From an optimization exercise on the open Yosys and OpenROAD flow, aimed at small area, a short achievable clock period and few clock cycles per item; shortcuts taken in it are not production practice.
At most, simulation tests tie the RTL to the original design; equivalence was not proved.
For runs 7 and 8, only the layout was checked, not whether the RTL still works.
Power figures rest on the tool's default switching activity, not on a simulated workload.

--- design/flow/flow/run.sh ---
#!/bin/bash
set -euo pipefail
export BUFFER_PORTS_ARGS="-buffer_cell sky130_fd_sc_hd__buf_1"
bash standard.sh > flow.log 2>&1
--- design/flow/standard.sh ---
#!/bin/bash
# synth_recipe.tcl (not shown) runs the flow's synth.tcl, then flattens the netlist and writes it again
# the make line also repeats each setting of config.mk as NAME=value (left out here)
make -C /OpenROAD-flow-scripts/flow DESIGN_CONFIG=/design/flow/config.mk WORK_HOME=/design/flow/orfs CLKGATE_MAP_FILE= SYNTH_SCRIPT=/design/flow/synth_recipe.tcl "${@:-finish}"
--- design/flow/config.mk ---
export PLATFORM = sky130hd
export DESIGN_NAME = riscv_base_divider
export DESIGN_NICKNAME = riscv_base_divider
export VERILOG_FILES = /design/flow/design.v
export SDC_FILE = /design/flow/constraint.sdc
export NUM_CORES = 4
export LEC_CHECK = 0
export CAP_MARGIN = 20
export CORE_MARGIN = 2
export CORE_UTILIZATION = 40
export CTS_BUF_LIST = sky130_fd_sc_hd__clkbuf_8
export SETUP_SLACK_MARGIN = 2.3
export SLEW_MARGIN = 20
--- design/flow/constraint.sdc ---
create_clock -name core_clock -period 6.0 [get_ports {clk_i}]
set_input_delay 1.2000 -clock core_clock [delete_from_list [all_inputs] [get_ports {clk_i}]]
set_output_delay 1.2000 -clock core_clock [all_outputs]
set_load 0.01 [all_outputs]
--- design/flow/design.v ---
module riscv_base_divider (
    input           clk_i,
    input           rst_i,
    input           opcode_valid_i,
    input  [31:0]   opcode_opcode_i,
    input  [31:0]   opcode_pc_i,
    input           opcode_invalid_i,
    input  [4:0]    opcode_rd_idx_i,
    input  [4:0]    opcode_ra_idx_i,
    input  [4:0]    opcode_rb_idx_i,
    input  [31:0]   opcode_ra_operand_i,
    input  [31:0]   opcode_rb_operand_i,
    output          writeback_valid_o,
    output [31:0]   writeback_value_o
);
    wire inst_div_w  = (opcode_opcode_i & 32'hfe00707f) == 32'h2004033;
    wire inst_divu_w = (opcode_opcode_i & 32'hfe00707f) == 32'h2005033;
    wire inst_rem_w  = (opcode_opcode_i & 32'hfe00707f) == 32'h2006033;
    wire inst_remu_w = (opcode_opcode_i & 32'hfe00707f) == 32'h2007033;
    wire div_rem_inst_w = inst_div_w | inst_divu_w | inst_rem_w | inst_remu_w;
    wire valid_req_w = opcode_valid_i & div_rem_inst_w & ~opcode_invalid_i;
    localparam [1:0] S_IDLE = 2'd0, S_SETUP = 2'd1, S_ITER = 2'd2;
    reg [1:0]  state_q;
    reg        valid_q;
    reg [32:0] rem_q;      
    reg [32:0] div_q;      
    reg [31:0] quo_q;      
    reg [5:0]  cnt_q;      
    reg [5:0]  mb_q;       
    reg        is_div_q;
    reg        an_q;       
    reg        sub_q;      
    function [5:0] sigbits;
        input [31:0] v;
        input        top;
        reg [31:0] y;
        reg [31:0] x;
        reg [15:0] n1; reg [15:0] p1;
        reg [7:0]  n2; reg [15:0] p2;
        reg [3:0]  n3; reg [11:0] p3;
        reg [1:0]  n4; reg [7:0]  p4;
        integer i;
        begin
            y = v ^ {top, v[31:1]};
            x = {y[30:0], 1'b1};
            for (i = 0; i < 16; i = i + 1) begin
                n1[i] = x[2*i+1] | x[2*i];
                p1[i] = x[2*i+1];
            end
            for (i = 0; i < 8; i = i + 1) begin
                n2[i] = n1[2*i+1] | n1[2*i];
                p2[2*i+:2] = n1[2*i+1] ? {1'b1, p1[2*i+1]} : {1'b0, p1[2*i]};
            end
            for (i = 0; i < 4; i = i + 1) begin
                n3[i] = n2[2*i+1] | n2[2*i];
                p3[3*i+:3] = n2[2*i+1] ? {1'b1, p2[2*(2*i+1)+:2]} : {1'b0, p2[2*(2*i)+:2]};
            end
            for (i = 0; i < 2; i = i + 1) begin
                n4[i] = n3[2*i+1] | n3[2*i];
                p4[4*i+:4] = n3[2*i+1] ? {1'b1, p3[3*(2*i+1)+:3]} : {1'b0, p3[3*(2*i)+:3]};
            end
            sigbits = y[31] ? 6'd32 : {1'b0, n4[1] ? {1'b1, p4[7:4]} : {1'b0, p4[3:0]}};
        end
    endfunction
    wire        sgn_w   = ~opcode_opcode_i[12];
    wire        an_in_w = sgn_w & opcode_ra_operand_i[31];
    wire        bn_in_w = sgn_w & opcode_rb_operand_i[31];
    wire        sub_in_w = ~(an_in_w ^ bn_in_w);
    reg  [32:0] lowz_w;
    integer     m, e;
    always @* begin
        lowz_w = {~opcode_rb_operand_i, 1'b1};
        for (e = 1; e < 64; e = e * 2)
            for (m = 0; m < 33; m = m + 1)
                if (m % (2*e) == 2*e-1) lowz_w[m] = lowz_w[m] & lowz_w[m-e];
        for (e = 16; e >= 1; e = e / 2)
            for (m = 0; m < 33; m = m + 1)
                if (m >= 3*e-1 && (m - (3*e-1)) % (2*e) == 0) lowz_w[m] = lowz_w[m] & lowz_w[m-e];
    end
    reg  [33:0] pg_g, pg_p;
    integer     k, d;
    always @* begin
        pg_g = {rem_q & div_q, 1'b1};
        pg_p = {rem_q ^ div_q, 1'b0};
        for (d = 1; d < 64; d = d * 2)
            for (k = 0; k < 34; k = k + 1)
                if (k % (2*d) == 2*d-1) begin
                    pg_g[k] = pg_g[k] | (pg_p[k] & pg_g[k-d]);
                    pg_p[k] = pg_p[k] & pg_p[k-d];
                end
        for (d = 16; d >= 1; d = d / 2)
            for (k = 0; k < 34; k = k + 1)
                if (k >= 3*d-1 && (k - (3*d-1)) % (2*d) == 0) begin
                    pg_g[k] = pg_g[k] | (pg_p[k] & pg_g[k-d]);
                    pg_p[k] = pg_p[k] & pg_p[k-d];
                end
    end
    wire [32:0] hp_w    = rem_q ^ div_q;
    wire [32:0] t_w     = hp_w ^ pg_g[32:0];
    wire        tzero_w = &hp_w;
    wire        acc_w   = an_q ? (t_w[32] | tzero_w) : ~t_w[32];
    wire [6:0]  s_w      = {1'b0, cnt_q} - {1'b0, mb_q} + {6'd0, an_q};
    reg  [32:0] dsh_w;
    integer     j;
    always @* begin
        dsh_w = div_q;
        for (j = 0; j < 6; j = j + 1)
            if (s_w[j]) dsh_w = (dsh_w << (1 << j)) | ((33'd1 << (1 << j)) - 33'd1);
    end
    wire        bzero_q  = (mb_q == 6'd0) & (an_q ^ sub_q);
    wire        negq_w   = is_div_q & ~sub_q & ~bzero_q;
    wire        presub_w = acc_w & ~(is_div_q & sub_q);
    wire        last_w   = (cnt_q == 6'd0);
    wire       early_w = (state_q == S_SETUP) & ~an_q & (cnt_q < mb_q);
    wire       idle_w  = (state_q == S_IDLE) | early_w;
    always @(posedge clk_i or posedge rst_i) begin
        if (rst_i) begin
            state_q <= S_IDLE;
            valid_q <= 1'b0;
        end else begin
            valid_q <= 1'b0;
            case (state_q)
                S_IDLE:  if (valid_req_w) state_q <= S_SETUP;
                S_SETUP: if (early_w) begin
                             if (!valid_req_w) state_q <= S_IDLE;
                         end else if (bzero_q | ~acc_w | tzero_w) begin
                             state_q <= S_IDLE;
                             valid_q <= 1'b1;
                         end else
                             state_q <= S_ITER;
                default: if (last_w) begin
                             state_q <= S_IDLE;
                             valid_q <= 1'b1;
                         end
            endcase
        end
    end
    wire [5:0] ma_in_w = sigbits(opcode_ra_operand_i, an_in_w);
    wire [5:0] mb_in_w = sigbits(opcode_rb_operand_i, bn_in_w);
    always @(posedge clk_i) begin
        case ({idle_w, state_q})
            {1'b1, S_IDLE}, {1'b1, S_SETUP}: begin
                quo_q    <= 32'd0;
                is_div_q <= ~opcode_opcode_i[13];
                an_q     <= an_in_w;
                sub_q    <= sub_in_w;
                rem_q    <= {an_in_w, opcode_ra_operand_i};
                div_q    <= {bn_in_w, opcode_rb_operand_i} ^ ({33{sub_in_w}} | lowz_w);
                cnt_q    <= ma_in_w;
                mb_q     <= mb_in_w;
            end
            {1'b0, S_SETUP}: begin
                if (presub_w & ~bzero_q) rem_q <= t_w;
                quo_q <= {{31{bzero_q | (negq_w & acc_w)}},
                          bzero_q | (negq_w & acc_w) | (tzero_w & is_div_q & sub_q)};
                div_q <= dsh_w;
                cnt_q <= s_w[5:0];
            end
            default: begin
                if (acc_w) rem_q <= t_w;
                quo_q <= {quo_q[30:0], acc_w ^ negq_w};
                div_q <= {div_q[32], div_q[32:1]};
                cnt_q <= cnt_q - 6'd1;
            end
        endcase
    end
    assign writeback_valid_o = valid_q | early_w;
    assign writeback_value_o = is_div_q ? quo_q : rem_q[31:0];
endmodule
==> impl_metrics.env, run 1 <==
export IMPL_status="finished clean"
export IMPL_synthArstFlopShare_pct=2.59
export IMPL_criticalPathCategory="reg2reg"
export IMPL_grt_total_usage_pct=24.2
export IMPL_peakVddDrop_v=0.000171
export IMPL_hp_class="reg2reg"
export IMPL_die_x_um=163
export IMPL_detail_route_iter0_violations=795
export IMPL_fin_nets=1518
export IMPL_period_needed_ns=3.58
export IMPL_ys_flop_type="dfxtp_1"
export IMPL_synth_area_top_cells="dfxtp_1 (14%), edfxtp_1 (13%), ha_1 (7.7%)"
export IMPL_final_layout_size_suffix_gt1_share_pct=13.4
export IMPL_path_clk_slew_ns=0.07
export IMPL_initial_core_util_pct=40.5
export IMPL_critPathRequiredTime_ns=6.35
export IMPL_ys_ff_latch=116
export IMPL_grt_max_degree=53
export IMPL_viasPerCell=5.76
export IMPL_io_pins=180
export IMPL_finalNonFillerCells=1633
export IMPL_synth_mux_area_fraction_pct=11.6
export IMPL_vias=9412
export IMPL_setup_viol=0
export IMPL_worstMarginPinSlew_ns=0.839
export IMPL_final_fill_count=2488
export IMPL_p_switching_w=0.00144
export IMPL_max_stage_delay_ns=0.58
export IMPL_synth_simple_gate_area_share_pct=15.7
export IMPL_multiInputGateArea_um2=6930
export IMPL_synth_top_area_share_pct=13.7
export IMPL_slew_headroom_pct=44.0
export IMPL_cts_path_max_buffers=2
export IMPL_cp_top_family="compound AO/OA/AOI/OAI gates"
export IMPL_synthToLayoutAreaGrowth_pct=15.5
export IMPL_synthAdderAreaFrac_pct=11.4
export IMPL_setup_tns_ns=0
export IMPL_slowest_stage="fa_2"
export IMPL_gr_total_overflow=0
export IMPL_numCtsBuffers=17
export IMPL_power_leakage_nw=5.08
export IMPL_grt_first_pass_wirelength_um=49800
export IMPL_yosysSeqAreaShare_pct=27.5
export IMPL_timing_hold_ws_ns=0.454
export IMPL_arrival_ns=3.92
export IMPL_maxCapViolCount=0
export IMPL_synth_avg_cell_area_um2=8.61
export IMPL_synth_compound_area_share_pct=21.5
export IMPL_final_area_um2=11700
export IMPL_synth_warning_count=1
export IMPL_path_buf_inv=3
export IMPL_crit_fanout=24
export IMPL_fin_crit_sh_pct=59.6
export IMPL_intPower_w=0.00205
export IMPL_rsz0062_at_grt="true"
export IMPL_dieArea_um2=26600
export IMPL_port_buffers=117
export IMPL_synth_top_family_by_area="compound AO/OA/AOI/OAI gates"
export IMPL_swShare_pct=41.2
export IMPL_grt_pass1_vias=8906
export IMPL_first_pass_iters=5
export IMPL_antenna_found_initial=0
export IMPL_avgRoutedWirePerCell_um=19.6
export IMPL_place_inst=1583
export IMPL_layout_commonest_cell="nand2_1"
export IMPL_drt_antenna_violating_nets=0
export IMPL_core_um2=25000
export IMPL_rows=58
export IMPL_clk_root_buffer_cell="clkbuf_8"
export IMPL_dp_hpwl_um=24200
export IMPL_post_synth_top_area_cell="dfxtp_1"
export IMPL_postLayoutCoreUtil_pct=46.8
export IMPL_clk_latency_ns=0.47
export IMPL_start_kind="flop"
export IMPL_cp_end_kind="flop"
export IMPL_cts_tree="yes"
export IMPL_globalplace_congestion=0.930
export IMPL_synth_cells=1174
export IMPL_finalHoldViolations=0
export IMPL_synth_edf_count=44
export IMPL_post_dp_cell_area_um2=10900
export IMPL_syn_area_um2=10100
export IMPL_clock_sinks=116
export IMPL_final_seq_area_um2=2790
export IMPL_combPwrFrac_pct=48.7
export IMPL_final_cell_mix="nand2_1 (147), buf_1 (117), a21oi_1 (74)"
export IMPL_die_height_um=163
export IMPL_fmax_mhz=280
export IMPL_htree_levels=4
export IMPL_drv_slew=0
export IMPL_path_cells="ha_1 > inv_1 > ha_2 > fa_2 > buf_6 > clkinvlp_4 > mux2i_1 > o21ai_0 > nand2_1 > o21ai_1 > a21oi_1 > a221o_1"
export IMPL_syn_nets=1402
export IMPL_antennaDiodeCount=0
export IMPL_drt_wl_total_um=32000
export IMPL_clkPwrFrac_pct=23.8
export IMPL_synth_xor_xnor_area_share_pct=6.82
export IMPL_finClkSkew_ns=0.0147
export IMPL_p_seq_share_pct=27.5
export IMPL_drcViolationCount=0
export IMPL_p_per_area_nw_per_um2=299
export IMPL_yosysUniqueCellTypes=86
==> cell families (layout without fill, tap and decap cells) <==
| kind of cell | count (synthesis) | count (layout) |
|---|---|---|
| simple gates | 334 | 334 |
| mux | 100 | 100 |
| flops | 116 | 116 |
| fa+ha+maj | 81 | 81 |
| xor+xnor | 74 | 74 |
| compound gates | 332 | 332 |
| buf+inv | 137 | 266 |
==> stage by stage <==
step / total power (W) / setup WS [ns]
final: 0.00349 / 2.42
after global routing: 0.00367 / 2.28
after CTS: 0.00342 / 2.30
after detailed placement: 0.00254 / 1.72
after global placement: 0.00253 / 1.71
after floorplan: 0.00211 / 2.49
==> sequential cells by signal, indices dropped and copies added (netlist names) <==
register	count
an_q	1
cnt_q	6
div_q	33
is_div_q	1
mb_q	6
quo_q	32
rem_q	33
state_q	2
sub_q	1
valid_q	1
==> final timing paths <==
kind | slack [ns] | cells past startpoint | to | start
min in group asynchronous | 0.57 | 2 | state_q[0] | rst_i
setup / recovery | 2.42 | 12 | div_q[12] | mb_q[0]
setup reg to reg | 2.42 | 12 | div_q[12] | mb_q[0]
hold reg to reg | 0.45 | 1 | quo_q[26] | quo_q[25]
max in group asynchronous | 5.29 | 2 | state_q[1] | rst_i
hold / removal | 0.45 | 1 | quo_q[26] | quo_q[25]
==> area by class of cell <==
type                    instances  area share, %
multi-input cells             921           59.4
flip-flops and latches        116           23.8
repair buffers                159           7.07
well taps                     330           3.53
inverters                      75           2.44
clock buffers                  17           2.00
clock inverters                15           1.75
==> power groups by stage <==
stage | logic [W] | clock network (W) | registers (W)
6_report | 0.00170 | 0.000829 | 0.000960
5_1_grt | 0.00184 | 0.000866 | 0.000965
4_1_cts | 0.00163 | 0.000838 | 0.000956
3_5_place_dp | 0.00157 | 0 | 0.000975
3_3_place_gp | 0.00156 | 0 | 0.000974
2_1_floorplan | 0.00118 | 0 | 0.000926
==> per-layer routing <==
metal | global-route usage, % | wire (um)
met5 | 0 | 0
met4 | 9.94 | 1300
met3 | 3.49 | 2010
met1 | 33.2 | 14300
met2 | 38.3 | 14300
==> timing repair <==
item	in CTS	in global routing
resized for setup	13	23
setup buffers	9	8
setup endpoints to repair	87	72
cloned	0	1
pin swaps	4	5
hold buffers	0	0
==> Yosys cell counts (6+ instances only) <==
cell type,count
nand2_1,148
a21oi_1,79
inv_1,74
dfxtp_1,69
o21ai_0,68
ha_1,62
nor2_1,58
a21o_1,56
mux2i_1,49
xnor2_1,49
edfxtp_1,44
mux2_2,40
clkbuf_1,31
nor3_1,30
buf_2,21
xor2_1,21
nand3_1,20
fa_1,19
a31oi_1,14
o22ai_1,14
nor2b_1,12
nand4_1,11
mux4_2,10
o211ai_1,9
a2bb2oi_1,8
o21ai_1,8
a211oi_1,7
a221o_1,7
and3_1,7
buf_1,7
nor3b_1,6
nor4_1,6
o21bai_1,6
o31ai_1,6
Testbench counts, summed over its fixed seeds: cycles 23,597, divs 3,200.
==> inputs of run 2 (changes only) <==
--- a/design/flow/config.mk
+++ b/design/flow/config.mk
@@ -10,4 +10,5 @@
 export CORE_UTILIZATION = 40
 export CTS_BUF_LIST = sky130_fd_sc_hd__clkbuf_8
-export SETUP_SLACK_MARGIN = 2.3
+export GPL_ROUTABILITY_DRIVEN = 0
+export SETUP_SLACK_MARGIN = 2.4
 export SLEW_MARGIN = 20
==> impl_metrics.env, run 2 <==
export IMPL_period_needed_ns=3.60
export IMPL_slew_headroom_pct=18.2
export IMPL_htree_levels=4
export IMPL_arrival_ns=3.95
export IMPL_wl_met3_um=2040
export IMPL_top_regs="div_q x33, rem_q x33, quo_q x32"
export IMPL_synth_area_top_cells="dfxtp_1 (14%), edfxtp_1 (13%), ha_1 (7.7%)"
export IMPL_synth_warning_count=1
export IMPL_criticalPathCategory="reg2reg"
export IMPL_grt_first_pass_wirelength_um=49600
export IMPL_m1WireLength_um=14700
export IMPL_first_pass_iters=5
export IMPL_synth_top_area_share_pct=13.7
export IMPL_grt_pass1_vias=8794
export IMPL_critPathRequiredTime_ns=6.36
export IMPL_viasPerCell=5.79
export IMPL_core_um2=25000
export IMPL_dieArea_um2=26600
export IMPL_worstMarginPinSlew_ns=1.22
export IMPL_finClkSkew_ns=0.0179
export IMPL_power_leakage_nw=5.13
export IMPL_gr_total_overflow=0
export IMPL_cts_tree="yes"
export IMPL_fmax_mhz=278
export IMPL_vias=9499
export IMPL_die_x_um=163
export IMPL_synth_most_common_cell="nand2_1"
export IMPL_synth_edf_count=44
export IMPL_drt_antenna_violating_nets=0
export IMPL_antenna_found_initial=0
export IMPL_finalNonFillerCells=1641
export IMPL_highest_layer="met4"
export IMPL_detail_route_iter0_violations=833
export IMPL_grt_max_degree=77
export IMPL_yosysSeqAreaShare_pct=27.5
export IMPL_p_per_area_nw_per_um2=289
export IMPL_start_kind="flop"
export IMPL_synth_cells=1174
export IMPL_cts_path_max_buffers=2
export IMPL_hp_class="reg2reg"
export IMPL_clock_sinks=116
export IMPL_syn_nets=1402
export IMPL_status="finished clean"
export IMPL_cp_end_kind="flop"
export IMPL_syn_area_um2=10100
export IMPL_maxCapViolCount=0
export IMPL_wl_met2_um=14700
export IMPL_peakVddDrop_v=0.000165
export IMPL_numCtsBuffers=17
export IMPL_finalHoldViolations=0
export IMPL_post_synth_top_area_cell="dfxtp_1"
export IMPL_die_height_um=163
export IMPL_rows=58
export IMPL_final_layout_size_suffix_gt1_share_pct=14.2
export IMPL_multiInputGateArea_um2=7000
export IMPL_path_clk_slew_ns=0.09
export IMPL_rsz0062_at_grt="true"
export IMPL_final_cell_mix="nand2_1 (147), buf_1 (117), inv_1 (74)"
export IMPL_drcViolationCount=0
export IMPL_setup_tns_ns=0
export IMPL_grt_total_usage_pct=24.1
export IMPL_postLayoutCoreUtil_pct=47.3
export IMPL_dp_hpwl_um=23700
export IMPL_synthToLayoutAreaGrowth_pct=16.8
export IMPL_fin_crit_sh_pct=59.9
export IMPL_layout_commonest_cell="nand2_1"
export IMPL_place_inst=1575
export IMPL_setup_viol=0
export IMPL_final_fill_count=2522
export IMPL_final_seq_area_um2=2790
export IMPL_clk_latency_ns=0.46
export IMPL_synthArstFlopShare_pct=2.59
export IMPL_synth_avg_cell_area_um2=8.61
export IMPL_drv_slew=0
export IMPL_initial_core_util_pct=40.5
export IMPL_clk_root_buffer_cell="clkbuf_8"
export IMPL_io_pins=180
export IMPL_drt_wl_total_um=32500
export IMPL_port_buffers=117
export IMPL_fin_nets=1525
export IMPL_synth_common_cells="nand2_1 (148), a21oi_1 (79), inv_1 (74), dfxtp_1 (69), o21ai_0 (68)"
export IMPL_ys_flop_type="dfxtp_1"
export IMPL_crit_fanout=8
export IMPL_ys_ff_latch=116
export IMPL_yosysUniqueCellTypes=86
export IMPL_avgRoutedWirePerCell_um=19.8
run 2: cell counts after synthesis:
No cell type changed its count.
run 2: metrics by stage:
step | total power (W) | cell area (um^2) | hold WS [ns] | worst slack (ns)
2_1_floorplan | 0.00211 | 10100 | 0.425 | 2.49
3_3_place_gp | 0.00250 | 10800 | 0.431 | 1.72
3_5_place_dp | 0.00251 | 10800 | 0.435 | 1.65
4_1_cts | 0.00331 | 11500 | 0.457 | 2.40
5_1_grt | 0.00360 | 11800 | 0.472 | 2.25
6_report | 0.00341 | 11800 | 0.457 | 2.40
run 2: where the power goes:
part | switching, W | internal (W)
clock | 0.000383 | 0.000338
combinational | 0.000998 | 0.000732
sequential | 0.0000906 | 0.000868
total | 0.00147 | 0.00194
run 2: area by class of cell:
cell class / instances / area share (%)
Multi-Input combinational cell: 923 / 59.3
Timing Repair Buffer: 163 / 7.90
Clock inverter: 15 / 1.24
Inverter: 75 / 2.42
Sequential cell: 116 / 23.6
Antenna cell: 1 / 0.0212
Clock buffer: 17 / 1.98
Tap cell: 330 / 3.50
Timing Repair inverter: 1 / 0.0636
run 2: layer usage:
metal	global-route usage, %	vias up
met5	0	-
met4	9.25	0
met3	3.23	63
met2	37.1	370
met1	34.3	4541
li1	-	4525
run 2: worst max-delay path: stages (launching register included):
cell      delay, ns
edfxtp_1       0.46
ha_4           0.27
a21o_1         0.17
a21o_1         0.17
a21oi_2        0.17
nor2b_1        0.14
o21ai_1        0.10
a21oi_2        0.24
o21ai_2        0.10
fa_2           0.39
xnor2_4        0.22
nand3_2        0.08
o21a_1         0.13
ha_2           0.19
nor2_4         0.09
nor2_4         0.08
buf_12         0.19
buf_16         0.14
a21o_1         0.15
run 2: what timing repair did:
item                                   CTS  global route
resized for setup                       32            20
setup endpoints to repair               98            82
gates cloned                             3             3
setup buffers                           15            12
pin swaps                               10            16
hold buffers                             0             0
endpoints found under the hold margin    0             0
run 2: cells by family (layout without fill, tap and decap cells):
family                   count (synthesis)  count (layout)  synth area share, %
other                                    0               1                    0
multiplexers                           100             100                 11.6
flip-flops                             116             116                 27.5
AND/OR/NAND/NOR                        334             335                 15.7
adder cells (fa/ha/maj)                 81              81                 11.4
buffers and inverters                  137             271                 5.49
AO/OA/AOI/OAI                          332             332                 21.5
XOR/XNOR                                74              75                 6.82
run 2: worst paths after layout:
kind | slack, ns | cells after the start | start | to
max | 2.40 | 18 | rem_q[8] | quo_q[13]
min | 0.46 | 1 | quo_q[25] | quo_q[26]
min reg2reg | 0.46 | 1 | quo_q[25] | quo_q[26]
max in group asynchronous | 5.28 | 2 | rst_i | state_q[1]
min in group asynchronous | 0.57 | 2 | rst_i | state_q[0]
max reg2reg | 2.40 | 18 | rem_q[8] | quo_q[13]
==> inputs of run 3 (changes only) <==
--- a/design/flow/config.mk
+++ b/design/flow/config.mk
@@ -8,7 +8,6 @@
 export CAP_MARGIN = 20
 export CORE_MARGIN = 2
-export CORE_UTILIZATION = 40
+export CORE_UTILIZATION = 33
 export CTS_BUF_LIST = sky130_fd_sc_hd__clkbuf_8
-export GPL_ROUTABILITY_DRIVEN = 0
 export SETUP_SLACK_MARGIN = 2.4
 export SLEW_MARGIN = 20
==> impl_metrics.env, run 3 <==
export IMPL_status="finished clean"
export IMPL_cts_tree="yes"
export IMPL_cts_path_max_buffers=2
export IMPL_io_pins=180
export IMPL_highest_layer="met4"
export IMPL_syn_area_um2=10100
export IMPL_gr_total_overflow=0
export IMPL_synth_top_family_by_area="compound AO/OA/AOI/OAI gates"
export IMPL_combPwrFrac_pct=49.7
export IMPL_htree_levels=4
export IMPL_yosysSeqAreaShare_pct=27.5
export IMPL_hp_class="reg2reg"
export IMPL_antennaDiodeCount=0
export IMPL_worstMarginPinSlew_ns=1.32
export IMPL_cpMostUsedCell="a21o_1"
export IMPL_fin_crit_sh_pct=61.6
export IMPL_port_buffers=117
export IMPL_p_switching_w=0.00148
export IMPL_synth_area_top_cells="dfxtp_1 (14%), edfxtp_1 (13%), ha_1 (7.7%)"
export IMPL_viasPerCell=5.56
export IMPL_intPower_w=0.00205
export IMPL_slowest_stage="dfxtp_1"
export IMPL_die_x_um=179
export IMPL_ys_ff_latch=116
export IMPL_swShare_pct=41.8
export IMPL_top_regs="div_q x33, rem_q x33, quo_q x32"
export IMPL_synth_avg_cell_area_um2=8.61
export IMPL_power_leakage_nw=5.15
export IMPL_drv_slew=0
export IMPL_syn_nets=1402
export IMPL_clock_sinks=116
export IMPL_slew_headroom_pct=11.5
export IMPL_path_clk_slew_ns=0.08
export IMPL_grt_total_usage_pct=20.8
export IMPL_synthAdderAreaFrac_pct=11.4
export IMPL_first_pass_iters=5
export IMPL_m1WireLength_um=14900
export IMPL_fmax_mhz=271
export IMPL_synth_common_cells="nand2_1 (148), a21oi_1 (79), inv_1 (74), dfxtp_1 (69), o21ai_0 (68)"
export IMPL_grt_pass1_vias=8866
export IMPL_path_buf_inv=2
export IMPL_synth_simple_gate_area_share_pct=15.7
export IMPL_post_dp_cell_area_um2=10900
export IMPL_clkPwrFrac_pct=22.9
export IMPL_dp_hpwl_um=24400
export IMPL_synth_most_common_cell="nand2_1"
export IMPL_setup_tns_ns=0
export IMPL_globalplace_congestion=0.948
export IMPL_rsz0062_at_grt="true"
export IMPL_final_layout_size_suffix_gt1_share_pct=14.1
export IMPL_synth_compound_area_share_pct=21.5
export IMPL_period_needed_ns=3.69
export IMPL_clk_latency_ns=0.47
export IMPL_cp_end_kind="flop"
export IMPL_synth_edf_count=44
export IMPL_maxCapViolCount=0
export IMPL_path_cells="ha_4 > a21o_1 > a21o_1 > a21oi_2 > nor2b_4 > o21ai_2 > a21oi_2 > o21ai_2 > fa_2 > xnor2_4 > nand3_1 > o21a_1 > ha_2 > nor2_4 > nor2_4 > buf_12 > buf_12 > a21o_1"
export IMPL_drt_antenna_violating_nets=0
export IMPL_dieArea_um2=32100
export IMPL_initial_core_util_pct=33.3
export IMPL_antenna_found_initial=0
export IMPL_wl_met3_um=2130
export IMPL_cp_top_family="compound AO/OA/AOI/OAI gates"
export IMPL_synth_top_area_share_pct=13.7
export IMPL_avgRoutedWirePerCell_um=19.5
export IMPL_synth_xor_xnor_area_share_pct=6.82
export IMPL_p_seq_share_pct=27.4
export IMPL_max_stage_delay_ns=0.49
export IMPL_synth_mux_area_fraction_pct=11.6
export IMPL_vias=9488
export IMPL_drcViolationCount=0
export IMPL_finClkSkew_ns=0.0175
export IMPL_wl_met2_um=15200
export IMPL_detail_route_iter0_violations=693
export IMPL_arrival_ns=4.05
export IMPL_rows=64
export IMPL_die_height_um=179
export IMPL_grt_first_pass_wirelength_um=50800
export IMPL_synthToLayoutAreaGrowth_pct=17.4
export IMPL_setup_viol=0
export IMPL_fin_nets=1526
export IMPL_p_per_area_nw_per_um2=297
export IMPL_criticalPathCategory="reg2reg"
export IMPL_drt_wl_total_um=33400
export IMPL_finalHoldViolations=0
export IMPL_yosysUniqueCellTypes=86
export IMPL_layout_commonest_cell="nand2_1"
export IMPL_ctsHoldBuffers=0
export IMPL_synth_cells=1174
export IMPL_final_area_um2=11900
export IMPL_final_cell_mix="nand2_1 (147), buf_1 (117), inv_1 (73)"
export IMPL_grt_max_degree=76
export IMPL_post_synth_top_area_cell="dfxtp_1"
export IMPL_ys_flop_type="dfxtp_1"
export IMPL_crit_fanout=7
export IMPL_synthArstFlopShare_pct=2.59
export IMPL_core_um2=30300
export IMPL_clk_root_buffer_cell="clkbuf_8"
export IMPL_start_kind="flop"
export IMPL_critPathRequiredTime_ns=6.36
export IMPL_peakVddDrop_v=0.000149
export IMPL_numCtsBuffers=17
export IMPL_synth_warning_count=1
## run 3: layout make-up
class	instances	area, um^2
clock buffer	18	248
clock inverter	14	176
fill	3062	18500
inverter	75	285
multi-input combinational	923	7000
sequential	116	2790
tap	396	495
timing repair buffer	165	880
## run 3: timing repair
action | CTS | global route
endpoints found under the setup margin | 88 | 83
gates cloned | 2 | 1
resized for setup | 24 | 20
setup buffers | 14 | 15
pin swaps | 5 | 17
## run 3: power groups by stage
stage | Combinational [W] | Clock (W) | Sequential (W)
4_1_cts | 0.00161 | 0.000817 | 0.000961
5_1_grt | 0.00188 | 0.000852 | 0.000970
6_report | 0.00175 | 0.000810 | 0.000966
3_3_place_gp | 0.00154 | 0 | 0.000978
2_1_floorplan | 0.00118 | 0 | 0.000926
3_5_place_dp | 0.00155 | 0 | 0.000978
## run 3: path summary, 6_finish.rpt
| check | startpoint | slack, ns | cells after the start | end |
|---|---|---|---|---|
| min in group asynchronous | rst_i | 0.60 | 2 | valid_q |
| worst min-delay path | quo_q[24] | 0.45 | 1 | quo_q[25] |
| worst min register to register | quo_q[24] | 0.45 | 1 | quo_q[25] |
| worst max register to register | div_q[8] | 2.31 | 18 | quo_q[2] |
| worst max-delay path | div_q[8] | 2.31 | 18 | quo_q[2] |
| max in group asynchronous | rst_i | 5.25 | 2 | state_q[1] |
## run 3: metal layers
metal,GRT usage [%],up-vias
met5,0,-
met4,7.76,0
met3,3.46,80
met2,32.6,350
met1,28.5,4526
li1,-,4532
## run 3: cells by family (layout without fill, tap and decap cells)
| logic type | Yosys count | in the layout |
|---|---|---|
| AND/OR/NAND/NOR | 334 | 335 |
| AO/OA/AOI/OAI | 332 | 332 |
| flip-flops | 116 | 116 |
| adder cells (fa/ha/maj) | 81 | 81 |
| XOR/XNOR | 74 | 75 |
| multiplexers | 100 | 100 |
| buffers and inverters | 137 | 272 |
## run 3: through the flow
stage	cells	util (%)	hold slack, ns	power [W]	setup WS (ns)
detailed placement	1643	36.0	0.434	0.00253	1.72
CTS	1691	38.4	0.458	0.00338	2.41
finish	1707	39.1	0.453	0.00353	2.31
global route	1707	39.1	0.471	0.00371	2.20
global placement	1643	36.0	0.431	0.00252	1.76
floorplan	1174	-	0.425	0.00211	2.49
==> inputs of run 4 (changes only) <==
--- a/design/flow/config.mk
+++ b/design/flow/config.mk
@@ -8,5 +8,5 @@
 export CAP_MARGIN = 20
 export CORE_MARGIN = 2
-export CORE_UTILIZATION = 33
+export CORE_UTILIZATION = 50
 export CTS_BUF_LIST = sky130_fd_sc_hd__clkbuf_8
 export SETUP_SLACK_MARGIN = 2.4
==> impl_metrics.env, run 4 <==
export IMPL_grt_max_degree=76
export IMPL_clkPwrFrac_pct=25.6
export IMPL_ys_ff_latch=116
export IMPL_dp_hpwl_um=23700
export IMPL_grt_total_usage_pct=30.0
export IMPL_intPower_w=0.00216
export IMPL_first_pass_iters=6
export IMPL_synthToLayoutAreaGrowth_pct=16.6
export IMPL_final_cell_mix="nand2_1 (147), buf_1 (117), a21oi_1 (74)"
export IMPL_synth_top_area_share_pct=13.7
export IMPL_detail_route_iter0_violations=893
export IMPL_synth_most_common_cell="nand2_1"
export IMPL_syn_nets=1402
export IMPL_p_per_area_nw_per_um2=307
export IMPL_cp_depth=18
export IMPL_ctsHoldBuffers=0
export IMPL_antenna_found_initial=0
export IMPL_final_area_um2=11800
export IMPL_syn_area_um2=10100
export IMPL_place_inst=1516
export IMPL_worstHoldPathCells=1
export IMPL_grt_first_pass_wirelength_um=49700
export IMPL_worstMarginPinSlew_ns=1.18
export IMPL_globalplace_congestion=0.931
export IMPL_post_dp_cell_area_um2=10800
export IMPL_critPathRequiredTime_ns=6.37
export IMPL_clk_root_buffer_cell="clkbuf_8"
export IMPL_hp_class="reg2reg"
export IMPL_final_layout_size_suffix_gt1_share_pct=14.1
export IMPL_yosysUniqueCellTypes=86
export IMPL_vias=9558
export IMPL_setup_tns_ns=0
export IMPL_post_synth_top_area_cell="dfxtp_1"
export IMPL_p_seq_share_pct=26.5
export IMPL_setup_viol=0
export IMPL_avgRoutedWirePerCell_um=20.7
export IMPL_finClkSkew_ns=0.0204
export IMPL_drv_slew=0
export IMPL_drcViolationCount=0
export IMPL_rows=52
export IMPL_criticalPathCategory="reg2reg"
export IMPL_gr_total_overflow=0
export IMPL_synth_avg_cell_area_um2=8.61
export IMPL_rsz0062_at_grt="true"
export IMPL_path_clk_slew_ns=0.08
export IMPL_maxCapViolCount=0
export IMPL_core_um2=20000
export IMPL_dieArea_um2=21400
export IMPL_fin_nets=1519
export IMPL_top_regs="div_q x33, rem_q x33, quo_q x32"
export IMPL_path_buf_inv=2
export IMPL_numCtsBuffers=17
export IMPL_arrival_ns=3.96
export IMPL_synth_warning_count=1
export IMPL_swShare_pct=40.4
export IMPL_antennaDiodeCount=0
export IMPL_synth_area_top_cells="dfxtp_1 (14%), edfxtp_1 (13%), ha_1 (7.7%)"
export IMPL_finalNonFillerCells=1574
export IMPL_p_switching_w=0.00146
export IMPL_power_leakage_nw=5.15
export IMPL_grt_pass1_vias=8834
export IMPL_crit_fanout=5
export IMPL_fmax_mhz=278
export IMPL_final_fill_count=1923
export IMPL_drt_wl_total_um=32600
export IMPL_layout_commonest_cell="nand2_1"
export IMPL_htree_levels=4
export IMPL_path_cells="ha_4 > a21o_1 > a21o_1 > a21oi_1 > o21a_1 > nor2_1 > a21oi_4 > o21ai_2 > fa_2 > xnor2_4 > nand3_2 > o21a_1 > ha_2 > nor2_4 > nor2_4 > buf_12 > buf_12 > a21o_1"
export IMPL_die_height_um=146
export IMPL_finalHoldViolations=0
export IMPL_port_buffers=117
export IMPL_initial_core_util_pct=50.5
export IMPL_yosysSeqAreaShare_pct=27.5
export IMPL_cts_path_max_buffers=2
export IMPL_period_needed_ns=3.59
export IMPL_synth_edf_count=44
export IMPL_cts_tree="yes"
export IMPL_cp_top_family="compound AO/OA/AOI/OAI gates"
export IMPL_slew_headroom_pct=20.5
export IMPL_clock_sinks=116
export IMPL_slowest_stage="edfxtp_1"
export IMPL_max_stage_delay_ns=0.47
export IMPL_synth_common_cells="nand2_1 (148), a21oi_1 (79), inv_1 (74), dfxtp_1 (69), o21ai_0 (68)"
export IMPL_synth_cells=1174
export IMPL_reg2reg_depth=18
export IMPL_start_kind="flop"
export IMPL_combPwrFrac_pct=48.0
export IMPL_ys_flop_type="dfxtp_1"
export IMPL_drt_antenna_violating_nets=0
export IMPL_cp_end_kind="flop"
export IMPL_reg2reg_slack_ns=2.41
export IMPL_peakVddDrop_v=0.000189
export IMPL_synthArstFlopShare_pct=2.59
export IMPL_viasPerCell=6.07
export IMPL_die_x_um=146
export IMPL_fin_crit_sh_pct=59.9
export IMPL_io_pins=180
export IMPL_status="finished clean"
export IMPL_cpMostUsedCell="a21o_1"
export IMPL_clk_latency_ns=0.47
run 4: cell counts after synthesis:
No cell type changed its count.
run 4: timing repair:
action                     CTS  global route
buffers inserted            14             9
cloned                       2             1
pin swaps                   10            18
setup endpoints to repair   84            85
resized for setup           38            24
run 4: cell families (layout without fill, tap and decap cells):
logic type                 count (synthesis)  after routing  share of synthesized area, %
DFF                                      116            116                          27.5
buffers and inverters                    137            265                          5.49
AOI/OAI and AO/OA                        332            332                          21.5
xor gates and xnor gates                  74             75                          6.82
adders and majority gates                 81             81                          11.4
and+or+nand+nor                          334            335                          15.7
muxes                                    100            100                          11.6
run 4: area by class of cell:
class	instances	area [um^2]	area share (%)
Clock inverter	15	250	2.12
Sequential cell	116	2790	23.6
Inverter	75	285	2.42
Tap cell	270	338	2.87
Clock buffer	17	234	1.99
Multi-Input combinational cell	923	7060	59.9
Timing Repair Buffer	158	838	7.11
run 4: power groups by stage:
| stage | sequential (W) | clock (W) | combinational [W] |
|---|---|---|---|
| 2_1_floorplan | 0.000926 | 0 | 0.00118 |
| 3_3_place_gp | 0.000973 | 0 | 0.00153 |
| 3_5_place_dp | 0.000973 | 0 | 0.00153 |
| 4_1_cts | 0.000957 | 0.000929 | 0.00160 |
| 5_1_grt | 0.000964 | 0.000961 | 0.00187 |
| 6_report | 0.000959 | 0.000926 | 0.00174 |
run 4: per-stage QoR:
stage	hold slack, ns	power, W	util (%)	setup slack (ns)
floorplan	0.425	0.00211	-	2.49
global placement	0.432	0.00250	53.7	1.66
detailed placement	0.439	0.00251	53.7	1.65
CTS	0.460	0.00348	57.8	2.38
global route	0.470	0.00380	58.8	2.24
finish	0.455	0.00362	58.8	2.41
run 4: per-layer routing:
metal  vias up  routed length (um)  GRT usage (%)
li1       4511                   -              -
met2       483               14400           46.1
met4         0                1070           10.4
met5         -                   0              0
met1      4487               14500           43.0
met3        77                2630           4.63
run 4: path summary, 6_finish.rpt:
| check | from | endpoint |
|---|---|---|
| setup reg to reg | rem_q[16] | quo_q[2] |
| min in group asynchronous | rst_i | valid_q |
| hold / removal | quo_q[14] | quo_q[15] |
| setup / recovery | rem_q[16] | quo_q[2] |
| max in group asynchronous | rst_i | state_q[1] |
| hold reg to reg | quo_q[14] | quo_q[15] |
==> inputs of run 5 (changes only) <==
--- a/design/flow/config.mk
+++ b/design/flow/config.mk
@@ -8,5 +8,5 @@
 export CAP_MARGIN = 20
 export CORE_MARGIN = 2
-export CORE_UTILIZATION = 50
+export CORE_UTILIZATION = 46
 export CTS_BUF_LIST = sky130_fd_sc_hd__clkbuf_8
 export SETUP_SLACK_MARGIN = 2.4
==> impl_metrics.env, run 5 <==
export IMPL_timing_hold_ws_ns=0.451
export IMPL_fin_crit_sh_pct=59.0
export IMPL_reg2reg_slack_ns=2.46
export IMPL_ys_ff_latch=116
export IMPL_reg2reg_depth=11
export IMPL_max_stage_delay_ns=0.55
export IMPL_synth_edf_count=44
export IMPL_dieArea_um2=23200
export IMPL_finalHoldViolations=0
export IMPL_layout_commonest_cell="nand2_1"
export IMPL_path_cells="ha_1 > inv_1 > ha_4 > fa_1 > a21oi_1 > o21bai_1 > xnor2_4 > mux4_2 > nand2_1 > a21oi_1 > o32a_1"
export IMPL_hp_class="reg2reg"
export IMPL_fin_nets=1516
export IMPL_core_um2=21700
export IMPL_setup_tns_ns=0
export IMPL_criticalPathCategory="reg2reg"
export IMPL_htree_levels=4
export IMPL_drt_wl_total_um=31900
export IMPL_rsz0062_at_grt="true"
export IMPL_ctsHoldBuffers=0
export IMPL_first_pass_iters=7
export IMPL_yosysUniqueCellTypes=86
export IMPL_synth_top_area_share_pct=13.7
export IMPL_crit_fanout=7
export IMPL_yosysSeqAreaShare_pct=27.5
export IMPL_syn_nets=1402
export IMPL_synth_avg_cell_area_um2=8.61
export IMPL_p_per_area_nw_per_um2=292
export IMPL_maxCapViolCount=0
export IMPL_gr_total_overflow=0
export IMPL_r2r_end="div_q[21]"
export IMPL_setup_viol=0
export IMPL_grt_pass1_vias=8719
export IMPL_status="finished clean"
export IMPL_antennaDiodeCount=0
export IMPL_port_buffers=117
export IMPL_numCtsBuffers=17
export IMPL_synth_cells=1174
export IMPL_start_kind="flop"
export IMPL_grt_total_usage_pct=27.0
export IMPL_clock_sinks=116
export IMPL_die_height_um=152
export IMPL_worstMarginPinSlew_ns=1.08
export IMPL_drcViolationCount=0
export IMPL_clk_latency_ns=0.47
export IMPL_cts_path_max_buffers=2
export IMPL_final_cell_mix="nand2_1 (147), buf_1 (117), inv_1 (75)"
export IMPL_cts_tree="yes"
export IMPL_synthToLayoutAreaGrowth_pct=14.6
export IMPL_power_leakage_nw=5.08
export IMPL_io_pins=180
export IMPL_drv_slew=0
export IMPL_cp_end_kind="flop"
export IMPL_globalplace_congestion=1.01
export IMPL_drt_antenna_violating_nets=0
export IMPL_detail_route_iter0_violations=893
export IMPL_period_needed_ns=3.54
export IMPL_fmax_mhz=283
export IMPL_rows=54
export IMPL_finClkSkew_ns=0.0216
export IMPL_arrival_ns=3.89
export IMPL_r2r_start="mb_q[0]"
export IMPL_clk_root_buffer_cell="clkbuf_8"
export IMPL_worstHoldPathCells=1
export IMPL_avgRoutedWirePerCell_um=20.2
export IMPL_synth_common_cells="nand2_1 (148), a21oi_1 (79), inv_1 (74), dfxtp_1 (69), o21ai_0 (68)"
export IMPL_final_fill_count=2099
export IMPL_viasPerCell=5.96
export IMPL_ys_flop_type="dfxtp_1"
export IMPL_critPathRequiredTime_ns=6.35
export IMPL_synthArstFlopShare_pct=2.59
export IMPL_antenna_found_initial=0
export IMPL_peakVddDrop_v=0.000156
export IMPL_initial_core_util_pct=46.6
export IMPL_cpMostUsedCell="a21oi_1"
export IMPL_grt_max_degree=53
export IMPL_synth_area_top_cells="dfxtp_1 (14%), edfxtp_1 (13%), ha_1 (7.7%)"
export IMPL_synth_warning_count=1
export IMPL_cp_startpoint="mb_q[0]"
export IMPL_syn_area_um2=10100
export IMPL_finalPower_w=0.00339
export IMPL_post_synth_top_area_cell="dfxtp_1"
export IMPL_slew_headroom_pct=27.3
export IMPL_top_regs="div_q x33, rem_q x33, quo_q x32"
export IMPL_synth_most_common_cell="nand2_1"
export IMPL_dp_hpwl_um=23800
export IMPL_slowest_stage="fa_1"
export IMPL_vias=9421
export IMPL_final_layout_size_suffix_gt1_share_pct=13.3
export IMPL_grt_first_pass_wirelength_um=49300
export IMPL_hold_end="quo_q[25]"
export IMPL_worstHoldStart="quo_q[24]"
export IMPL_path_clk_slew_ns=0.10
export IMPL_die_x_um=152
-- run 5: cell counts after synthesis --
No cell type changed its count.
-- run 5: timing repair --
| action | CTS | global route |
|---|---|---|
| cloned | 1 | 0 |
| setup buffers | 14 | 10 |
| resized for setup | 23 | 24 |
| setup endpoints to repair | 89 | 76 |
| pin swaps | 8 | 7 |
-- run 5: routing by layer --
metal  vias up  global-route usage, %  share of wire, %
met3        71                   6.43               7.4
met4         0                   9.66               3.3
met1      4442                   36.7                44
li1       4496                      -                 -
met2       412                   42.1                45
met5         -                      0                 0
-- run 5: worst max path at each step --
stage                end
2_1_floorplan   rem_q[0]
3_3_place_gp   quo_q[26]
3_5_place_dp   quo_q[25]
4_1_cts        quo_q[28]
5_1_grt        quo_q[28]
6_report       div_q[21]
-- run 5: kinds of logic after synthesis --
kind of cell | after synthesis | synth area share, %
flip-flops | 116 | 27.5
AO/OA/AOI/OAI | 332 | 21.5
XOR/XNOR | 74 | 6.82
adder cells (fa/ha/maj) | 81 | 11.4
AND/OR/NAND/NOR | 334 | 15.7
multiplexers | 100 | 11.6
buffers and inverters | 137 | 5.49
-- run 5: where the power goes --
part,switching [W],total (W),internal (W),leakage (nW)
clock,0.000405,0.000743,0.000338,0.188
sequential,0.0000936,0.000961,0.000868,1.07
combinational,0.000964,0.00168,0.000721,3.82
total,0.00146,0.00339,0.00193,5.08
-- run 5: final cells by class --
cell class / instances / area [um^2] / share of cell area [%]
multi-input cells: 922 / 7020 / 60.6
flip-flops and latches: 116 / 2780 / 24.0
repair buffers: 156 / 767 / 6.62
well taps: 280 / 350 / 3.02
inverters: 75 / 282 / 2.43
clock buffers: 17 / 234 / 2.02
clock inverters: 15 / 146 / 1.26
-- run 5: critical path, delay by kind of cell (launching register included) --
family                   cells  cell delay (ns)
XOR/XNOR                     1             0.40
adder cells (fa/ha/maj)      3             1.05
multiplexers                 1             0.37
buffers and inverters        1             0.06
flip-flops                   1             0.48
AO/OA/AOI/OAI                4             1.00
AND/OR/NAND/NOR              1             0.08
-- run 5: stage by stage --
stage | worst slack (ns) | cells | utilization, % | cell area [um^2]
global placement | 1.64 | 1524 | 49.6 | 10800
CTS | 2.41 | 1571 | 52.5 | 11400
global route | 2.33 | 1581 | 53.4 | 11600
finish | 2.46 | 1581 | 53.4 | 11600
detailed placement | 1.51 | 1524 | 49.6 | 10800
floorplan | 2.49 | 1174 | - | 10100
==> inputs of run 6 (changes only) <==
--- a/design/flow/config.mk
+++ b/design/flow/config.mk
@@ -6,8 +6,8 @@
 export NUM_CORES = 4
 export LEC_CHECK = 0
-export CAP_MARGIN = 20
+export CAP_MARGIN = 5
 export CORE_MARGIN = 2
-export CORE_UTILIZATION = 46
+export CORE_UTILIZATION = 40
 export CTS_BUF_LIST = sky130_fd_sc_hd__clkbuf_8
 export SETUP_SLACK_MARGIN = 2.4
-export SLEW_MARGIN = 20
+export SLEW_MARGIN = 5
==> impl_metrics.env, run 6 <==
export IMPL_status="finished clean"
export IMPL_fin_nets=1524
export IMPL_worstMarginPinSlew_ns=0.860
export IMPL_grt_pass1_vias=8915
export IMPL_place_inst=1583
export IMPL_syn_area_um2=10100
export IMPL_grt_first_pass_wirelength_um=49800
export IMPL_power_leakage_nw=5.13
export IMPL_viasPerCell=5.80
export IMPL_synth_area_top_cells="dfxtp_1 (14%), edfxtp_1 (13%), ha_1 (7.7%)"
export IMPL_layout_commonest_cell="nand2_1"
export IMPL_synth_edf_count=44
export IMPL_htree_levels=4
export IMPL_worstHoldStart="quo_q[25]"
export IMPL_synthArstFlopShare_pct=2.59
export IMPL_clk_latency_ns=0.46
export IMPL_postLayoutCoreUtil_pct=47.2
export IMPL_gr_total_overflow=0
export IMPL_detail_route_iter0_violations=779
export IMPL_synth_most_common_cell="nand2_1"
export IMPL_grt_max_degree=53
export IMPL_maxCapViolCount=0
export IMPL_worst_slack_ns=2.48
export IMPL_grt_total_usage_pct=24.2
export IMPL_criticalPathCategory="reg2reg"
export IMPL_port_buffers=117
export IMPL_synth_common_cells="nand2_1 (148), a21oi_1 (79), inv_1 (74), dfxtp_1 (69), o21ai_0 (68)"
export IMPL_die_height_um=163
export IMPL_fmax_mhz=284
export IMPL_synth_cells=1174
export IMPL_period_needed_ns=3.52
export IMPL_rows=58
export IMPL_post_synth_top_area_cell="dfxtp_1"
export IMPL_drt_antenna_violating_nets=0
export IMPL_drt_wl_total_um=32600
export IMPL_setup_viol=0
export IMPL_arrival_ns=3.66
export IMPL_crit_fanout=17
export IMPL_first_pass_iters=6
export IMPL_final_seq_area_um2=2790
export IMPL_cp_startpoint="rem_q[1]"
export IMPL_numCtsBuffers=17
export IMPL_peakVddDrop_v=0.000155
export IMPL_globalplace_congestion=0.930
export IMPL_dp_hpwl_um=24200
export IMPL_slew_headroom_pct=42.4
export IMPL_initial_core_util_pct=40.5
export IMPL_top_regs="div_q x33, rem_q x33, quo_q x32"
export IMPL_antennaDiodeCount=0
export IMPL_avgRoutedWirePerCell_um=19.9
export IMPL_path_clk_slew_ns=0.08
export IMPL_yosysSeqAreaShare_pct=27.5
export IMPL_ys_ff_latch=116
export IMPL_rsz0062_at_grt="true"
export IMPL_final_cell_mix="nand2_1 (147), buf_1 (117), inv_1 (73), a21oi_1 (73)"
export IMPL_dieArea_um2=26600
export IMPL_yosysUniqueCellTypes=86
export IMPL_vias=9499
export IMPL_finClkSkew_ns=0.0156
export IMPL_start_kind="flop"
export IMPL_clock_sinks=116
export IMPL_io_pins=180
export IMPL_pre_cts_ws_ns=1.72
export IMPL_synthToLayoutAreaGrowth_pct=16.6
export IMPL_finalNonFillerCells=1639
export IMPL_ys_flop_type="dfxtp_1"
export IMPL_cts_path_max_buffers=2
export IMPL_core_um2=25000
export IMPL_drcViolationCount=0
export IMPL_synth_top_area_share_pct=13.7
export IMPL_p_per_area_nw_per_um2=299
export IMPL_r2r_start="rem_q[1]"
export IMPL_finalHoldViolations=0
export IMPL_fin_crit_sh_pct=58.7
export IMPL_final_fill_count=2477
export IMPL_setup_tns_ns=0
export IMPL_hp_class="reg2reg"
export IMPL_cts_tree="yes"
export IMPL_syn_nets=1402
export IMPL_cp_end_kind="flop"
export IMPL_antenna_found_initial=0
export IMPL_final_layout_size_suffix_gt1_share_pct=14.0
export IMPL_synth_avg_cell_area_um2=8.61
export IMPL_die_x_um=163
export IMPL_critPathRequiredTime_ns=6.13
export IMPL_synth_warning_count=1
export IMPL_multiInputGateArea_um2=6990
export IMPL_clk_root_buffer_cell="clkbuf_8"
export IMPL_drv_slew=0
-- run 6: changes by cell type in the layout (fill, tap and decap cells not counted), moves of 3 or more --
cell	previous run	this run
inv_6	7	3
buf_12	1	6
buf_4	34	38
bufinv_16	1	4
-- run 6: worst paths after layout --
kind	cells past startpoint	slack, ns	end
max	13	2.48	rem_q[25]
min	1	0.45	quo_q[26]
max reg2reg	13	2.48	rem_q[25]
min reg2reg	1	0.45	quo_q[26]
max in group asynchronous	2	5.28	state_q[1]
min in group asynchronous	2	0.57	state_q[0]
-- run 6: where the power goes --
part / total (W) / internal [W] / switching (W)
clock: 0.000828 / 0.000455 / 0.000373
combinational: 0.00174 / 0.000744 / 0.000994
sequential: 0.000961 / 0.000868 / 0.0000931
total: 0.00353 / 0.00207 / 0.00146
-- run 6: timing repair --
action | CTS | global route
gates cloned | 0 | 3
endpoints found under the setup margin | 96 | 80
endpoints found under the hold margin | 0 | 0
pin swaps | 4 | 13
resized for setup | 20 | 26
buffers inserted | 9 | 12
hold buffers | 0 | 0
-- run 6: layout make-up --
cell class,instances,area share (%)
Clock inverter,15,1.73
Inverter,75,2.42
Clock buffer,17,1.98
Timing Repair Buffer,163,7.47
Tap cell,330,3.50
Multi-Input combinational cell,923,59.3
Sequential cell,116,23.6
-- run 6: kinds of logic after synthesis --
kind of cell,count (synthesis),share of synthesized area (%)
AO/OA/AOI/OAI,332,21.5
buffers and inverters,137,5.49
AND/OR/NAND/NOR,334,15.7
adder cells (fa/ha/maj),81,11.4
flip-flops,116,27.5
multiplexers,100,11.6
XOR/XNOR,74,6.82
-- run 6: metal layers --
layer  up-vias  GRT usage [%]  part of all wire [%]
met1      4505           33.2                    44
met3        84           3.49                   6.7
met5         -              0                     0
met4         0           10.1                   4.1
met2       382           38.3                    45
li1       4528              -                     -
-- run 6: worst max-delay path: stages (launching register included) --
cell and delay, ns:
edfxtp_1 0.43, ha_1 0.34, a21o_1 0.16, a21o_1 0.23, a21oi_4 0.20, o21ai_1 0.11, a21oi_2 0.22, o21ai_2 0.10
fa_2 0.38, xnor2_2 0.21, nand3_1 0.09, o21a_1 0.13, o21ai_1 0.28, nand2_4 0.28
-- run 6: stage by stage --
stage / hold slack (ns) / total power (W) / instance area, um^2
after floorplan: 0.425 / 0.00211 / 10100
after global placement: 0.430 / 0.00253 / 10900
after detailed placement: 0.433 / 0.00254 / 10900
after CTS: 0.456 / 0.00343 / 11500
after global routing: 0.473 / 0.00370 / 11800
final: 0.455 / 0.00353 / 11800
==> inputs of run 7 (changes only) <==
--- a/design/flow/design.v
+++ b/design/flow/design.v
@@ -112,5 +112,6 @@
     wire        presub_w = acc_w & ~(is_div_q & sub_q);
     wire        last_w   = (cnt_q == 6'd0);
-    wire       early_w = (state_q == S_SETUP) & ~an_q & (cnt_q < mb_q);
+    wire       early_w = (state_q == S_SETUP) &
+                         (an_q ? ({1'b0, cnt_q} + 7'd1 < {1'b0, mb_q}) : (cnt_q < mb_q));
     wire       idle_w  = (state_q == S_IDLE) | early_w;
     always @(posedge clk_i or posedge rst_i) begin
--- a/design/flow/config.mk
+++ b/design/flow/config.mk
@@ -6,8 +6,8 @@
 export NUM_CORES = 4
 export LEC_CHECK = 0
-export CAP_MARGIN = 5
+export CAP_MARGIN = 20
 export CORE_MARGIN = 2
 export CORE_UTILIZATION = 40
 export CTS_BUF_LIST = sky130_fd_sc_hd__clkbuf_8
 export SETUP_SLACK_MARGIN = 2.4
-export SLEW_MARGIN = 5
+export SLEW_MARGIN = 20
==> impl_metrics.env, run 7 <==
export IMPL_status="finished clean"
export IMPL_synth_warning_count=1
export IMPL_fin_crit_sh_pct=64.1
export IMPL_path_buf_inv=3
export IMPL_criticalPathCategory="reg2reg"
export IMPL_finClkSkew_ns=0.0220
export IMPL_slew_headroom_pct=12.1
export IMPL_p_per_area_nw_per_um2=307
export IMPL_ctsHoldBuffers=0
export IMPL_cp_top_family="compound AO/OA/AOI/OAI gates"
export IMPL_htree_levels=4
export IMPL_synth_avg_cell_area_um2=8.34
export IMPL_hp_class="reg2reg"
export IMPL_combPwrFrac_pct=54.1
export IMPL_crit_fanout=6
export IMPL_cpMostUsedCell="a21oi_2"
export IMPL_layout_commonest_cell="nand2_1"
export IMPL_rsz0062_at_grt="true"
export IMPL_yosysSeqAreaShare_pct=27.2
export IMPL_drt_antenna_violating_nets=0
export IMPL_io_pins=180
export IMPL_p_seq_share_pct=26.8
export IMPL_synth_top_area_share_pct=13.5
export IMPL_worstMarginPinSlew_ns=1.31
export IMPL_dieArea_um2=26900
export IMPL_synthToLayoutAreaGrowth_pct=18.5
export IMPL_slowest_stage="a2111o_1"
export IMPL_ys_flop_type="dfxtp_1"
export IMPL_setup_tns_ns=0
export IMPL_syn_area_um2=10200
export IMPL_clock_sinks=116
export IMPL_syn_nets=1459
export IMPL_drt_wl_total_um=34000
export IMPL_die_x_um=164
export IMPL_grt_max_degree=84
export IMPL_fin_nets=1600
export IMPL_peakVddDrop_v=0.000139
export IMPL_drcViolationCount=0
export IMPL_gr_total_overflow=0
export IMPL_top_regs="div_q x33, rem_q x33, quo_q x32"
export IMPL_grt_pass1_vias=9033
export IMPL_synth_common_cells="nand2_1 (129), inv_1 (106), a21oi_1 (100), nor2_1 (96), o21ai_0 (84)"
export IMPL_cp_end_kind="flop"
export IMPL_finalHoldViolations=0
export IMPL_drv_slew=0
export IMPL_synthArstFlopShare_pct=2.59
export IMPL_cts_tree="yes"
export IMPL_post_synth_top_area_cell="dfxtp_1"
export IMPL_ys_ff_latch=116
export IMPL_power_leakage_nw=5.24
export IMPL_fmax_mhz=260
export IMPL_initial_core_util_pct=40.7
export IMPL_numCtsBuffers=17
export IMPL_yosysUniqueCellTypes=76
export IMPL_globalplace_congestion=0.946
export IMPL_p_switching_w=0.00164
export IMPL_final_cell_mix="nand2_1 (128), buf_1 (116), inv_1 (107)"
export IMPL_final_fill_count=2535
export IMPL_period_needed_ns=3.85
export IMPL_clkPwrFrac_pct=19.2
export IMPL_core_um2=25100
export IMPL_swShare_pct=44.0
export IMPL_postLayoutCoreUtil_pct=48.2
export IMPL_path_clk_slew_ns=0.08
export IMPL_grt_total_usage_pct=25.1
export IMPL_antenna_found_initial=0
export IMPL_die_height_um=164
export IMPL_grt_first_pass_wirelength_um=51600
export IMPL_first_pass_iters=6
export IMPL_port_buffers=117
export IMPL_dp_hpwl_um=25400
export IMPL_vias=9830
export IMPL_rows=58
export IMPL_final_layout_size_suffix_gt1_share_pct=14.1
export IMPL_clk_root_buffer_cell="clkbuf_8"
export IMPL_intPower_w=0.00208
export IMPL_arrival_ns=4.04
export IMPL_cts_path_max_buffers=2
export IMPL_antennaDiodeCount=0
export IMPL_synth_edf_count=44
export IMPL_critPathRequiredTime_ns=6.19
export IMPL_viasPerCell=5.75
export IMPL_synth_most_common_cell="nand2_1"
export IMPL_path_cells="ha_1 > nor2b_4 > o21ai_1 > nand2b_1 > a21o_1 > a2111o_1 > a21oi_2 > o21ai_2 > fa_2 > xnor2_2 > and2_4 > a21oi_2 > buf_4 > o21ai_4 > nand2_4 > buf_12 > buf_16"
export IMPL_maxCapViolCount=0
export IMPL_setup_viol=0
export IMPL_max_stage_delay_ns=0.46
export IMPL_synth_cells=1225
export IMPL_synth_area_top_cells="dfxtp_1 (14%), edfxtp_1 (13%), ha_1 (8.3%)"
export IMPL_avgRoutedWirePerCell_um=19.9
export IMPL_clk_latency_ns=0.48
export IMPL_detail_route_iter0_violations=858
export IMPL_start_kind="flop"
run 7: changes by cell type in the layout (fill, tap and decap cells not counted), sizes merged, moves of 8 or more:
| cell | change |
|---|---|
| a21o | -13 |
| mux2 | -14 |
| o21ai | +9 |
| nand2 | -20 |
| nor3 | -8 |
| a22oi | +10 |
| inv | +36 |
| buf | +17 |
| mux2i | -19 |
| a21oi | +21 |
| nor2 | +38 |
run 7: worst paths after layout:
check	endpoint	start	cells after the start	slack, ns
setup / recovery	rem_q[18]	rem_q[1]	17	2.15
hold / removal	quo_q[4]	quo_q[3]	1	0.46
setup reg to reg	rem_q[18]	rem_q[1]	17	2.15
hold reg to reg	quo_q[4]	quo_q[3]	1	0.46
max in group asynchronous	state_q[1]	rst_i	2	5.30
min in group asynchronous	valid_q	rst_i	2	0.56
run 7: cells by family (layout without fill, tap and decap cells):
kind of cell	after synthesis	in the layout	synth area share [%]
XOR/XNOR	78	78	6.68
multiplexers	74	74	9.66
flip-flops	116	116	27.2
adder cells (fa/ha/maj)	87	87	12.0
AND/OR/NAND/NOR	339	340	15.0
AO/OA/AOI/OAI	362	362	22.7
buffers and inverters	169	322	6.79
run 7: stage by stage:
step                cell area (um^2)  hold WS, ns  total power, W  setup slack (ns)  std cells
global placement               11000        0.431         0.00273              1.71       1630
CTS                            11700        0.459         0.00357              2.11       1682
finish                         12100        0.456         0.00372              2.15       1709
detailed placement             11000        0.436         0.00274              1.65       1630
global route                   12100        0.468         0.00394              2.02       1709
floorplan                      10200        0.425         0.00225              2.42       1225
run 7: layer usage:
metal	vias to the layer above	global-route usage (%)	part of all wire, %
li1	4702	-	-
met1	4689	34.9	45
met2	376	39.4	45
met3	63	3.64	6.2
met4	0	9.33	3.3
met5	-	0	0
run 7: power by group through the flow:
stage | registers [W] | clock network (W) | logic (W)
3_5_place_dp | 0.00101 | 0 | 0.00173
3_3_place_gp | 0.00101 | 0 | 0.00172
4_1_cts | 0.000993 | 0.000727 | 0.00185
6_report | 0.000996 | 0.000713 | 0.00201
2_1_floorplan | 0.000964 | 0 | 0.00128
5_1_grt | 0.00100 | 0.000760 | 0.00218
run 7: area by class of cell:
cell class | instances | area [um^2] | area share [%]
inverter | 109 | 412 | 3.40
tap | 330 | 413 | 3.41
sequential | 116 | 2800 | 23.1
multi-input combinational | 941 | 7040 | 58.1
timing repair buffer | 181 | 1080 | 8.90
clock inverter | 15 | 135 | 1.12
clock buffer | 17 | 234 | 1.93
run 7: timing repair:
| action | in CTS | in global routing |
|---|---|---|
| cloned | 3 | 1 |
| resized for setup | 39 | 34 |
| setup endpoints to repair | 111 | 92 |
| pin swaps | 13 | 19 |
| setup buffers | 17 | 26 |
==> inputs of run 8 (changes only) <==
--- a/design/flow/design.v
+++ b/design/flow/design.v
@@ -101,10 +101,11 @@
     wire        acc_w   = an_q ? (t_w[32] | tzero_w) : ~t_w[32];
     wire [6:0]  s_w      = {1'b0, cnt_q} - {1'b0, mb_q} + {6'd0, an_q};
+    wire [4:0]  sc_w     = s_w[4:0] | {5{s_w[5]}};
     reg  [32:0] dsh_w;
     integer     j;
     always @* begin
         dsh_w = div_q;
-        for (j = 0; j < 6; j = j + 1)
-            if (s_w[j]) dsh_w = (dsh_w << (1 << j)) | ((33'd1 << (1 << j)) - 33'd1);
+        for (j = 0; j < 5; j = j + 1)
+            if (sc_w[j]) dsh_w = (dsh_w << (1 << j)) | ((33'd1 << (1 << j)) - 33'd1);
     end
     wire        bzero_q  = (mb_q == 6'd0) & (an_q ^ sub_q);
@@ -112,6 +113,5 @@
     wire        presub_w = acc_w & ~(is_div_q & sub_q);
     wire        last_w   = (cnt_q == 6'd0);
-    wire       early_w = (state_q == S_SETUP) &
-                         (an_q ? ({1'b0, cnt_q} + 7'd1 < {1'b0, mb_q}) : (cnt_q < mb_q));
+    wire       early_w = (state_q == S_SETUP) & ~an_q & (cnt_q < mb_q);
     wire       idle_w  = (state_q == S_IDLE) | early_w;
     always @(posedge clk_i or posedge rst_i) begin
@@ -156,5 +156,5 @@
                           bzero_q | (negq_w & acc_w) | (tzero_w & is_div_q & sub_q)};
                 div_q <= dsh_w;
-                cnt_q <= s_w[5:0];
+                cnt_q <= {1'b0, sc_w};
             end
             default: begin
==> impl_metrics.env, run 8 <==
export IMPL_numCtsBuffers=17
export IMPL_yosysSeqAreaShare_pct=26.7
export IMPL_detail_route_iter0_violations=1033
export IMPL_first_pass_iters=6
export IMPL_globalplace_congestion=0.942
export IMPL_final_layout_size_suffix_gt1_share_pct=21.4
export IMPL_start_kind="flop"
export IMPL_port_buffers=117
export IMPL_setup_tns_ns=0
export IMPL_avgRoutedWirePerCell_um=21.3
export IMPL_drcViolationCount=0
export IMPL_peakVddDrop_v=0.000175
export IMPL_die_height_um=165
export IMPL_syn_area_um2=10400
export IMPL_rows=58
export IMPL_ctsHoldBuffers=0
export IMPL_drv_slew=0
export IMPL_synth_top_area_share_pct=13.3
export IMPL_status="finished clean"
export IMPL_period_needed_ns=4.05
export IMPL_reg2reg_slack_ns=1.95
export IMPL_antenna_found_initial=0
export IMPL_grt_first_pass_wirelength_um=54500
export IMPL_yosysUniqueCellTypes=80
export IMPL_path_clk_slew_ns=0.09
export IMPL_gr_total_overflow=0
export IMPL_synthArstFlopShare_pct=2.59
export IMPL_ys_flop_type="dfxtp_1"
export IMPL_worstHoldStart="quo_q[16]"
export IMPL_dp_hpwl_um=25700
export IMPL_ys_ff_latch=116
export IMPL_synth_most_common_cell="nand2_1"
export IMPL_final_cell_mix="nand2_1 (168), buf_1 (117), o21ai_0 (68)"
export IMPL_criticalPathCategory="reg2reg"
export IMPL_die_x_um=165
export IMPL_grt_pass1_vias=9741
export IMPL_viasPerCell=6.04
export IMPL_dieArea_um2=27300
export IMPL_clock_sinks=116
export IMPL_power_leakage_nw=5.46
export IMPL_post_synth_top_area_cell="dfxtp_1"
export IMPL_timing_hold_ws_ns=0.445
export IMPL_core_um2=25300
export IMPL_synth_area_top_cells="dfxtp_1 (13%), edfxtp_1 (13%), ha_1 (7.5%)"
export IMPL_synth_warning_count=1
export IMPL_maxCapViolCount=0
export IMPL_finalHoldViolations=0
export IMPL_finClkSkew_ns=0.0253
export IMPL_grt_total_usage_pct=26.0
## run 8: cell families (layout without fill, tap and decap cells)
logic type      count (synthesis)  count (layout)  share of synthesized area (%)
simple gates                  428             430                           19.0
compound gates                320             320                           20.9
buf+inv                       136             307                           5.78
flops                         116             116                           26.7
mux                           103             103                           10.6
fa+ha+maj                      81              81                           11.1
xor+xnor                       69              69                           5.81
## run 8: metrics by stage
step           cell area, um^2  util [%]  std cells
6_report                 13000      51.3       1756
5_1_grt                  13000      51.3       1756
4_1_cts                  12000      47.5       1719
3_5_place_dp             11100      43.8       1652
3_3_place_gp             11100      43.8       1652
2_1_floorplan            10400         -       1253
## run 8: worst max-delay path by stage
stage | from | end
2_1_floorplan | rem_q[1] | rem_q[0]
3_3_place_gp | an_q | div_q[32]
3_5_place_dp | an_q | div_q[32]
4_1_cts | rem_q[1] | rem_q[29]
5_1_grt | rem_q[1] | quo_q[16]
6_report | rem_q[1] | quo_q[16]
## run 8: repair_timing
action	in CTS	in global routing
endpoints found under the setup margin	105	110
cloned	3	7
endpoints found under the hold margin	0	0
setup buffers	32	30
pin swaps	8	39
gates resized for setup	49	136
## run 8: report_power, final
group	internal (W)	switching, W	leakage (nW)
logic	0.00147	0.00180	4.19
registers	0.000949	0.000191	1.07
clock network	0.000413	0.000390	0.203
total	0.00283	0.00238	5.46
## run 8: worst max-delay path, cell delays in order, from the launching register on
cell and delay, ns:
edfxtp_1 0.40, ha_1 0.30, nor2b_1 0.14, o21ai_1 0.19, a21oi_2 0.09, o21bai_2 0.15
a311oi_2 0.16, a221oi_2 0.42, inv_2 0.11, a211oi_4 0.29, o21ai_2 0.10, fa_2 0.37
xor2_2 0.23, and3_4 0.23, nor2_4 0.05, ha_4 0.16, o21ai_4 0.13, buf_12 0.15
clkbuf_16 0.18, nand2_2 0.05
## run 8: layer usage
metal / up-vias / global-route usage [%] / share of wire, %
met4: 0 / 12.2 / 4.6
li1: 4865 / - / -
met1: 5114 / 34.9 / 43
met2: 499 / 40.6 / 45
met5: - / 0 / 0
met3: 128 / 4.45 / 7.5
## run 8: layout make-up
| class | count | area share [%] |
|---|---|---|
| clock buffers | 17 | 1.80 |
| clock inverters | 15 | 1.36 |
| inverters | 71 | 2.07 |
| multi-input cells | 1003 | 59.5 |
| flip-flops and latches | 116 | 21.4 |
| well taps | 330 | 3.18 |
| repair buffers | 204 | 10.7 |

Re-timed with assumed drivers on the ports (clkbuf_16 on the clock, buf_2 on other inputs), run 8 has 1.952 ns of setup slack against 1.952 ns with ideal ports, and 1.952 ns once port delays also move by the mid clock arrival of 0.502 ns.
